From an optimization exercise on the open Yosys and OpenROAD flow, aimed at small area; shortcuts taken in it are not production practice.
Function was checked by simulation only, so behaviour that the tests miss may differ from the original.
Power is estimated from default activity; no workload was simulated.

## maple
// controller
module controller
	#(
		parameter CLKS_PER_BIT = 5208,
		parameter FIFO_RX_SIZE = 16,
		parameter FIFO_TX_SIZE = 16
	)
	(
		input							clk,
		input							rst,
		output 						UART_TXD,
		input							UART_RXD,
		input							RE,
		input							WE,
		input			[7:0]			send_data,
		output		[7:0]			receive_data,
		output						rx_empty
	);
Size: roughly 820 cells after synthesis, ~300 flip-flops, roughly 23 I/O pins, roughly 0.0096 mm2 of cells after synthesis.
==> flow/config.mk <==
export PLATFORM = sky130hd
export DESIGN_NAME = controller
export DESIGN_NICKNAME = controller
export VERILOG_FILES = /design/flow/design.v
export SDC_FILE = /design/flow/constraint.sdc
export NUM_CORES = 4
export LEC_CHECK = 0
export CAP_MARGIN = 20
export CORE_MARGIN = 2
export CORE_UTILIZATION = 60
export CTS_BUF_LIST = sky130_fd_sc_hd__clkbuf_4
export CTS_CLUSTER_SIZE = 30
export SLEW_MARGIN = 20
==> flow/constraint.sdc <==
create_clock -name core_clock -period 20.0 [get_ports {clk}]
set_input_delay 4.0000 -clock core_clock [delete_from_list [all_inputs] [get_ports {clk}]]
set_output_delay 4.0000 -clock core_clock [all_outputs]
set_load 0.01 [all_outputs]
run.sh (not shown) runs the stock make flow with config.mk's settings and CLKGATE_MAP_FILE= SYNTH_SCRIPT=/design/flow/synth_recipe.tcl, a recipe that flattens the netlist after the stock synthesis.
Inputs modified between maple and ember:
- putting CTS_CLUSTER_DIAMETER at 80 where nothing was set
- swapping sky130_fd_sc_hd__clkbuf_4 for sky130_fd_sc_hd__clkbuf_16 in CTS_BUF_LIST
--- outcome ---
- Wire length of the first global-routing pass: ember lower than maple
- Any difference in number of max-cap violations between maple and ember is small enough to ignore.
- Between maple and ember, the minimum clock period is higher for maple.
- NOTE total power maple->ember decreased by more than 10%

Setup of v50:
controller again, from the RTL that the note above started with.
==> flow/config.mk <==
export PLATFORM = sky130hd
export DESIGN_NAME = controller
export DESIGN_NICKNAME = controller
export VERILOG_FILES = /design/flow/design.v
export SDC_FILE = /design/flow/constraint.sdc
export NUM_CORES = 4
export LEC_CHECK = 0
export CAP_MARGIN = 20
export CORE_MARGIN = 2
export CORE_UTILIZATION = 60
export CTS_BUF_LIST = sky130_fd_sc_hd__clkbuf_8
export CTS_CLUSTER_DIAMETER = 60
export CTS_CLUSTER_SIZE = 20
export SLEW_MARGIN = 20
==> flow/constraint.sdc <==
create_clock -name core_clock -period 20.0 [get_ports {clk}]
set_input_delay 4.0000 -clock core_clock [delete_from_list [all_inputs] [get_ports {clk}]]
set_output_delay 4.0000 -clock core_clock [all_outputs]
set_load 0.01 [all_outputs]
Modified inputs, v32 compared to v50
==> flow/flow/run.sh (new file) <==
#!/bin/bash
# The standard layout (standard.sh), with two changes made through ORFS's own
# make variables: port buffers use the smallest buffer cell, and clock tree
# synthesis clusters up to 20 flip-flops per clkbuf_8 and adds no dummy loads.
set -euo pipefail
bash standard.sh \
  "BUFFER_PORTS_ARGS=-buffer_cell sky130_fd_sc_hd__buf_1" \
  "CTS_ARGS=-sink_clustering_enable -repair_clock_nets -sink_clustering_size 20 -sink_clustering_max_diameter 60 -buf_list sky130_fd_sc_hd__clkbuf_8 -dont_use_dummy_load" \
  finish > flow.log 2>&1
==> flow/standard.sh (new file) <==
#!/bin/bash
# synth_recipe.tcl (not shown) runs the flow's synth.tcl, then flattens the netlist and writes it again
# the make line also repeats each setting of config.mk as NAME=value (left out here)
make -C /OpenROAD-flow-scripts/flow DESIGN_CONFIG=/design/flow/config.mk WORK_HOME=/design/flow/orfs CLKGATE_MAP_FILE= SYNTH_SCRIPT=/design/flow/synth_recipe.tcl "${@:-finish}"
removed: flow/run.sh
[summary]
- Compared to v50, v32 has clock network power share 2.1 points lower.
- Between v50 and v32, part of the total power dissipated in sequential elements increased.
- v50 has a lower routing usage on met2 than v32.
- v32 reached the end of the flow, and the finished layout is clean on the timing, design-rule and antenna checks.
- Global-route usage essentially unchanged between v32 and v50.
- Comparing proportion of cell area occupied by registers for v32 and v50, the bigger number came from v32.
#### Input delta (v27 over v32)
# v32
export LEC_CHECK = 0
export CAP_MARGIN = 20
export CORE_MARGIN = 2
export CORE_UTILIZATION = 60
export CTS_BUF_LIST = sky130_fd_sc_hd__clkbuf_8
export CTS_CLUSTER_DIAMETER = 60
export CTS_CLUSTER_SIZE = 20
export SLEW_MARGIN = 20
create_clock -name core_clock -period 20.0 [get_ports {clk}]
# v27
export LEC_CHECK = 0
export CAP_MARGIN = 20
export CORE_MARGIN = 2
export CORE_UTILIZATION = 60
export CTS_BUF_LIST = sky130_fd_sc_hd__clkbuf_2 sky130_fd_sc_hd__clkbuf_4 sky130_fd_sc_hd__clkbuf_8
export SLEW_MARGIN = 20
create_clock -name core_clock -period 20.0 [get_ports {clk}]
==> flow/run.sh (new file) <==
#!/bin/bash
# synth_recipe.tcl (not shown) runs the flow's synth.tcl, then flattens the netlist and writes it again
# the make line also repeats each setting of config.mk as NAME=value (left out here)
make -C /OpenROAD-flow-scripts/flow DESIGN_CONFIG=/design/flow/config.mk WORK_HOME=/design/flow/orfs CLKGATE_MAP_FILE= SYNTH_SCRIPT=/design/flow/synth_recipe.tcl finish
removed: flow/flow/run.sh
removed: flow/standard.sh
Findings:
Diff v32 -> v27 | met2 layer wire length in the routed design | up slightly. Summary of v27 over v32: part of the power in the clock network shows an increase of 16 points; total power now sits higher; power density relative to cell area higher; post-route cell area climbed 9.0%; worst hold slack grew by 0.025 ns. Between v32 and v27, fraction of final layout cells sized beyond drive strength 1 is higher for v27, v32 comes in under that.

## nickel
controller, a different RTL version from the one above (not shown whole).
Size: about 750 cells after synthesis, about 23 I/O pins, ~9200 µm² of cells after synthesis.
export LEC_CHECK = 0
export CAP_MARGIN = 0
export CORE_MARGIN = 2
export CORE_UTILIZATION = 60
export SLEW_MARGIN = 0
create_clock -name core_clock -period 20.0 [get_ports {clk}]
standard.sh (not shown) runs the stock make flow with config.mk's settings and CLKGATE_MAP_FILE= SYNTH_SCRIPT=/design/flow/synth_recipe.tcl, a recipe that flattens the netlist after the stock synthesis.
==> flow/flow/run.sh <==
#!/bin/bash
set -euo pipefail
bash standard.sh \
  "BUFFER_PORTS_ARGS=-buffer_cell sky130_fd_sc_hd__buf_1" \
  "CTS_ARGS=-sink_clustering_enable -repair_clock_nets -sink_clustering_size 12 -sink_clustering_max_diameter 40 -buf_list sky130_fd_sc_hd__clkbuf_4 -dont_use_dummy_load" \
  finish > flow.log 2>&1
> inputs changed (nickel -> lagoon)
- swapping 0 for 20 in CAP_MARGIN
- putting CTS_BUF_LIST at sky130_fd_sc_hd__clkbuf_8 where nothing was set
- putting CTS_CLUSTER_DIAMETER at 60 where nothing was set
- putting CTS_CLUSTER_SIZE at 20 where nothing was set
- swapping 0 for 20 in SLEW_MARGIN
--- outcome ---
Every run in the comparison, nickel and lagoon, completed the flow with a clean layout.
Summary of lagoon over nickel: per-cell routed wire length saw little to no change, adder-cell share of the synthesized area saw little to no change, routed wire length saw little to no change, number of buffers inserted by port buffering saw little to no change, largest fanout on the critical path saw little to no change.
Taking nickel over lagoon, the met3 layer wire length in the routed design ratio works out to 1.09.
Diff lagoon..nickel | cell count | unchanged
lagoon against nickel: first-iteration DRC count down 7.5%; largest vdd supply drop decreased by 0.38% relative to the old numbers; fmax saw an increase.
Looking at cell with the largest stage delay on the worst path, the sky130_fd_sc_hd__dfxtp_2 result is from nickel; the sky130_fd_sc_hd__dfxtp_4 one comes from lagoon.

[static timing again, ports no longer ideal]
In the flow no input, the clock included, has a driving cell. The finished layouts below were timed again as built, in two steps. Step 1, drivers: a clkbuf_16 drives clk and a buf_2 each remaining input, both assumed. Step 2, shift: input delay + t, output delay - t, t = (earliest + latest rising clock arrival at the registers) / 2. This alone moves slack from input paths to output paths. Slacks: no drivers / after step 1 / after step 2; pairs: no drivers / after step 1.
run	shift t [ns]	setup slack, ns	worst setup path after step 2	worst data-port slew with drivers (ns)
maple	0.665	12.947 / 12.910 / 13.574	register to output	0.04
ember	0.522	13.076 / 13.032 / 13.554	register to output	0.04
v50	0.561	13.036 / 12.998 / 13.559	register to output	0.04
v32	0.552	13.099 / 13.060 / 13.612	register to output	0.05
v27	0.586	13.034 / 12.996 / 13.582	register to output	0.04
nickel	0.621	13.046 / 13.008 / 13.629	register to output	0.04
lagoon	0.619	13.396 / 13.359 / 13.978	register to output	0.04
After both steps every run listed still meets setup and hold.
